Source: an optimization exercise on an open RTL-to-GDS flow (aim: small area, a short achievable clock period and few clock cycles per item). Production flows keep margins and buffers that such runs may drop.
RTL that was checked went through simulation tests only; none was proved equivalent to the original.

==> flow/design.v <==
`timescale 1ns / 1ps
module Control(
    input [1:0] Opcode,
    output [7:0] CtrlSign
    );
	assign CtrlSign = (Opcode == 2'b00) ? 8'b11000001 :
					(Opcode == 2'b01) ? 8'b01101010 :
					(Opcode == 2'b10) ? 8'b00100100 :
					8'b00010000;
endmodule
`timescale 1ns / 1ps
module State_Control(
    input [1:0] State,
    output State_Reg_Write,
    output State_Memory,
    output State_PC
    );
	assign State_Memory = (State == 2'b00);
	assign State_Reg_Write = (State == 2'b01);
	assign State_PC = (State == 2'b10);
endmodule
`timescale 1ns / 1ps
module Freq_Div(
    input CLK_IN,
    input RST,
    output reg [1:0] State
    );
	always @(posedge CLK_IN or posedge RST) begin
		if(RST) begin
			State <= 2'b00;
		end else begin
			if(State == 2'b10) begin
				State <= 2'b00;
			end else begin
				State <= State + 2'b01;
			end
		end
	end
endmodule
`timescale 1ns / 1ps
module PC(
    input CLK,
    input RST,
    input Jump,
    input [7:0] Imm,
    output reg [7:0] PCout
    );
	always @(posedge CLK or posedge RST) begin
		if(RST) begin
			PCout <= 0;
		end else begin
			PCout <= PCout + 8'd1 + (Jump ? Imm : 8'd0);
		end
	end
endmodule
`timescale 1ns / 1ps
module MUX(
    input [7:0] NumA,
    input [7:0] NumB,
    input Select,
    output [7:0] Result
    );
	assign Result = (Select == 1'b0) ? NumA : NumB;
endmodule
`timescale 1ns / 1ps
module Reg_Data_Select_Converter(
    input [3:0] IN,
    output reg [1:0] OUT
    );
	always @(*) begin
		if(IN[0] == 1) begin
			OUT = 2'b00;
		end else if(IN[1] == 1) begin
			OUT = 2'b01;
		end else if(IN[2] == 1) begin
			OUT = 2'b10;
		end else if(IN[3] == 1) begin
			OUT = 2'b11;
		end else begin
			OUT = 2'b00;
		end
	end
endmodule
`timescale 1ns / 1ps
module Registers(
    input CLK,
    input RST,
    input [1:0] Read_Reg1,
    input [1:0] Read_Reg2,
    input [1:0] Write_Reg,
    input [7:0] Reg_Write_Data,
    input RegWrite,
    input [7:0] Result,
	input [1:0] Reg_Data_Select,
	output [7:0] Reg_Data,
    output [7:0] Read_Data1,
    output [7:0] Read_Data2,
    output reg [7:0] Reg_Write_Data_Save
    );
	reg [7:0] register0;
	reg [7:0] register1;
	reg [7:0] register2;
	reg [7:0] register3;
	assign Read_Data1 = (Read_Reg1 == 2'b00) ? register0 :
						(Read_Reg1 == 2'b01) ? register1 :
						(Read_Reg1 == 2'b10) ? register2 :
						register3;
	assign Read_Data2 = (Read_Reg2 == 2'b00) ? register0 :
						(Read_Reg2 == 2'b01) ? register1 :
						(Read_Reg2 == 2'b10) ? register2 :
						register3;
	assign Reg_Data = (Reg_Data_Select == 2'b00) ? register0 :
					  (Reg_Data_Select == 2'b01) ? register1 :
					  (Reg_Data_Select == 2'b10) ? register2 :
					  register3;
	always @(posedge CLK or posedge RST) begin
		if(RST) begin
			register0 <= 0;
			register1 <= 0;
			register2 <= 0;
			register3 <= 0;
		end else if(RegWrite == 1'b1) begin
			case(Write_Reg)
				2'b00 : register0 <= Reg_Write_Data;
				2'b01 : register1 <= Reg_Write_Data;
				2'b10 : register2 <= Reg_Write_Data;
				2'b11 : register3 <= Reg_Write_Data;
			endcase
		end
	end
	always @(posedge CLK or posedge RST) begin
		if(RST) begin
			Reg_Write_Data_Save <= 0;
		end else begin
			Reg_Write_Data_Save <= Result;
		end
	end
endmodule
`timescale 1ns / 1ps
module ALU(
    input [7:0] NumA,
    input [7:0] NumB,
    input ALUOP,
    output [7:0] Result
    );
	assign Result = NumA + NumB;
endmodule
`timescale 1ns / 1ps
module v8_to_5_Compressor(
    input [7:0] Address8bits,
    output [4:0] Address5bits
    );
	assign Address5bits = Address8bits[4:0];
endmodule
`timescale 1ns / 1ps
module Data_Memory(
    input CLK,
    input RST,
    input [4:0] Address,
    input [7:0] Write_Data,
    input MemWrite,
    output [7:0] Read_Data
    );
	reg [255:0] mem;
	wire [7:0] wd_lo = Write_Data & {8{~RST}};
	wire [7:0] wd_hi = Write_Data | {8{RST}};
	genvar i;
	generate
		for(i = 0; i < 32; i = i + 1) begin : word
			wire [7:0] init = (i < 16) ? i : (16 - i);
			wire       en   = RST | (MemWrite && Address == i);
			always @(posedge CLK) begin
				if(en) begin
					mem[8*i +: 8] <= (init & wd_hi) | (~init & wd_lo);
				end
			end
		end
	endgenerate
	assign Read_Data = mem[8*Address +: 8];
endmodule
`timescale 1ns / 1ps
module Sign_Extend(
    input [1:0] IN,
    output [7:0] OUT
    );
	assign OUT = (IN[1] == 1) ? 8'b11111100 + IN : 8'b00000000 + IN;
endmodule
module v7_Segment(input [3:0] hex, output [6:0] seg); wire [3:0] h = hex;
assign seg[0] = ~((~h[3] & ~h[2] & ~h[1] & h[0]) | (~h[3] & h[2] & ~h[1] & ~h[0]) | (h[3] & ~h[2] & h[1] & h[0]) | (h[3] & h[2] & ~h[1] & h[0]));
assign seg[1] = ~((~h[3] & h[2] & ~h[1] & h[0]) | (h[3] & h[2] & ~h[0]) | (h[3] & h[1] & h[0]) | (h[2] & h[1] & ~h[0]));
assign seg[2] = ~((~h[3] & ~h[2] & h[1] & ~h[0]) | (h[3] & h[2] & h[1]) | (h[3] & h[2] & ~h[0]));
assign seg[3] = ~((~h[3] & ~h[2] & ~h[1] & h[0]) | (~h[3] & h[2] & ~h[1] & ~h[0]) | (h[3] & ~h[2] & h[1] & ~h[0]) | (h[2] & h[1] & h[0]));
assign seg[4] = ~((~h[3] & h[2] & ~h[1]) | (~h[3] & h[0]) | (~h[2] & ~h[1] & h[0]));
assign seg[5] = ~((~h[3] & ~h[2] & h[1]) | (~h[3] & ~h[2] & h[0]) | (~h[3] & h[1] & h[0]) | (h[3] & h[2] & ~h[1] & h[0]));
assign seg[6] = ~((~h[3] & ~h[2] & ~h[1]) | (~h[3] & h[2] & h[1] & h[0]) | (h[3] & h[2] & ~h[1] & ~h[0]));
endmodule
`timescale 1ns / 1ps
module Microprocessor(
    input [7:0] Instruction,
    input CLK_IN,
    input RST,
	input [3:0] SEL_REG,
    output [7:0] Read_Address,	 
    output [6:0] SEG1,   
	output [6:0] SEG2,	 
	output [6:0] SEG3,   
	output [6:0] SEG4,	 
	output [6:0] SEG5,   
	output [6:0] SEG6	 
    );
	wire [1:0] op = Instruction[7:6];
	wire [1:0] rs = Instruction[5:4];
	wire [1:0] rt = Instruction[3:2];
	wire [1:0] rd = Instruction[1:0];
	wire [7:0] Imm;
	wire [7:0] Read_Data1, Read_Data2, Read_Data;
	wire [7:0] Reg_Data;
	wire [7:0] Reg_Write_Data_Save;
	wire [1:0] Reg_Data_Select;
	Sign_Extend SE1(.IN(Instruction[1:0]), .OUT(Imm));
	wire is_load  = (op == 2'b01);
	wire is_store = (op == 2'b10);
	wire is_jump  = (op == 2'b11);
	wire [7:0] Sum  = Read_Data1 + Read_Data2;	 
	wire [7:0] Addr = Read_Data1 + Imm;		 
	wire [7:0] Result = is_load ? Read_Data : (is_store ? Addr : Sum);
	PC P1(.CLK(CLK_IN), .RST(RST), .Jump(is_jump), .Imm(Imm), .PCout(Read_Address));
	Reg_Data_Select_Converter RDSC1(.IN(SEL_REG), .OUT(Reg_Data_Select));
	Registers R1(.CLK(CLK_IN), .RST(RST), .Read_Reg1(rs), .Read_Reg2(rt),
				.Write_Reg(is_load ? rt : rd), .Reg_Write_Data(is_load ? Read_Data : Sum),
				.RegWrite(op[1] == 1'b0), .Result(Result),
				.Read_Data1(Read_Data1), .Read_Data2(Read_Data2),
				.Reg_Write_Data_Save(Reg_Write_Data_Save),
				.Reg_Data_Select(Reg_Data_Select), .Reg_Data(Reg_Data));
	Data_Memory D1(.CLK(CLK_IN), .RST(RST), .Address(Addr[4:0]),
				.Write_Data(Read_Data2), .MemWrite(is_store), .Read_Data(Read_Data));
	v7_Segment V1(.hex(Reg_Write_Data_Save[7:4]), .seg(SEG1));
	v7_Segment V2(.hex(Reg_Write_Data_Save[3:0]), .seg(SEG2));
	v7_Segment V3(.hex(Read_Address[7:4]), .seg(SEG3));
	v7_Segment V4(.hex(Read_Address[3:0]), .seg(SEG4));
	v7_Segment V5(.hex(Reg_Data[7:4]), .seg(SEG5));
	v7_Segment V6(.hex(Reg_Data[3:0]), .seg(SEG6));
endmodule
==> flow/config.mk <==
export PLATFORM = sky130hd
export DESIGN_NAME = Microprocessor
export DESIGN_NICKNAME = Microprocessor
export VERILOG_FILES = /design/flow/design.v
export SDC_FILE = /design/flow/constraint.sdc
export NUM_CORES = 4
export LEC_CHECK = 0
export CAP_MARGIN = 20
export CORE_MARGIN = 2
export CORE_UTILIZATION = 40
export CTS_BUF_LIST = sky130_fd_sc_hd__clkbuf_8
export SETUP_SLACK_MARGIN = 2
export SLEW_MARGIN = 20
==> flow/constraint.sdc <==
create_clock -name core_clock -period 6.0 [get_ports {CLK_IN}]
set_input_delay 1.2000 -clock core_clock [delete_from_list [all_inputs] [get_ports {CLK_IN}]]
set_output_delay 1.2000 -clock core_clock [all_outputs]
set_load 0.01 [all_outputs]
standard.sh (not shown) runs the stock make flow with config.mk's settings and CLKGATE_MAP_FILE= SYNTH_SCRIPT=/design/flow/synth_recipe.tcl, a recipe that flattens the netlist after the stock synthesis.
==> flow/flow/run.sh <==
#!/bin/bash
# The standard layout (the standard.sh: unchanged synthesis, floorplan,
# placement, CTS, routing), with the port buffers that buffer_ports inserts
# made plain buffers instead of the default delay-cell buffers.
set -euo pipefail
export BUFFER_PORTS_ARGS="-buffer_cell sky130_fd_sc_hd__buf_2"
bash standard.sh > standard.log 2>&1
The baseline passed the timing, DRC and antenna checks.
Next try:
--- a/flow/design.v
+++ b/flow/design.v
@@ -110,13 +110,13 @@
 						(Read_Reg2 == 2'b10) ? register2 :
 						register3;
 	assign Reg_Data = (Reg_Data_Select == 2'b00) ? register0 :
 					  (Reg_Data_Select == 2'b01) ? register1 :
 					  (Reg_Data_Select == 2'b10) ? register2 :
 					  register3;
-	always @(posedge CLK or posedge RST) begin
+	always @(posedge CLK) begin
 		if(RST) begin
 			register0 <= 0;
 			register1 <= 0;
 			register2 <= 0;
 			register3 <= 0;
 		end else if(RegWrite == 1'b1) begin
Register-to-register slack gets better by 0.24 ns; via count rose by 13%; core utilization goes down by 0.39 points; sequential share of layout area shrinks by 2.0 points; cell count increases by 11%; routed wire length goes up by 14%.
Testbench counts after the change, summed over its fixed seeds: cycles 6,109, instructions 6,109.
Function not checked in the first run of this note: the RTL went through the layout flow alone.

## afterwards: timing with drivers on the ports
The results above use ideal ports. As a check the final layouts listed here were re-extracted and re-timed, cells and wires unchanged.
Step 1, drivers: a clkbuf_16 drives CLK_IN and a buf_2 each remaining input, both assumed.
Step 2 adds t to the input delays and takes it off the output delays; t is the mean of the earliest and latest rising clock arrival at the registers after step 1. Input paths then give back, and output paths get back, about the clock's delay inside the block.
Three values: ideal, step 1, step 2; two values: the first two.
| run | shift t [ns] | setup WS [ns] | worst setup path at the end | clock arrival spread, ns | pins driven straight from the clock port |
|---|---|---|---|---|---|
| the first run | 0.619 | 1.833 / 1.826 / 1.207 | input to register | 0.025 / 0.026 | 1 |
| the second run | 0.652 | 1.972 / 1.912 / 1.394 | input to register | 0.039 / 0.038 | 1 |
After both steps setup and hold are still met in every run listed. The setup slack of the first run, which loses most, moves by -0.007 ns with the drivers and by -0.626 ns with both steps.
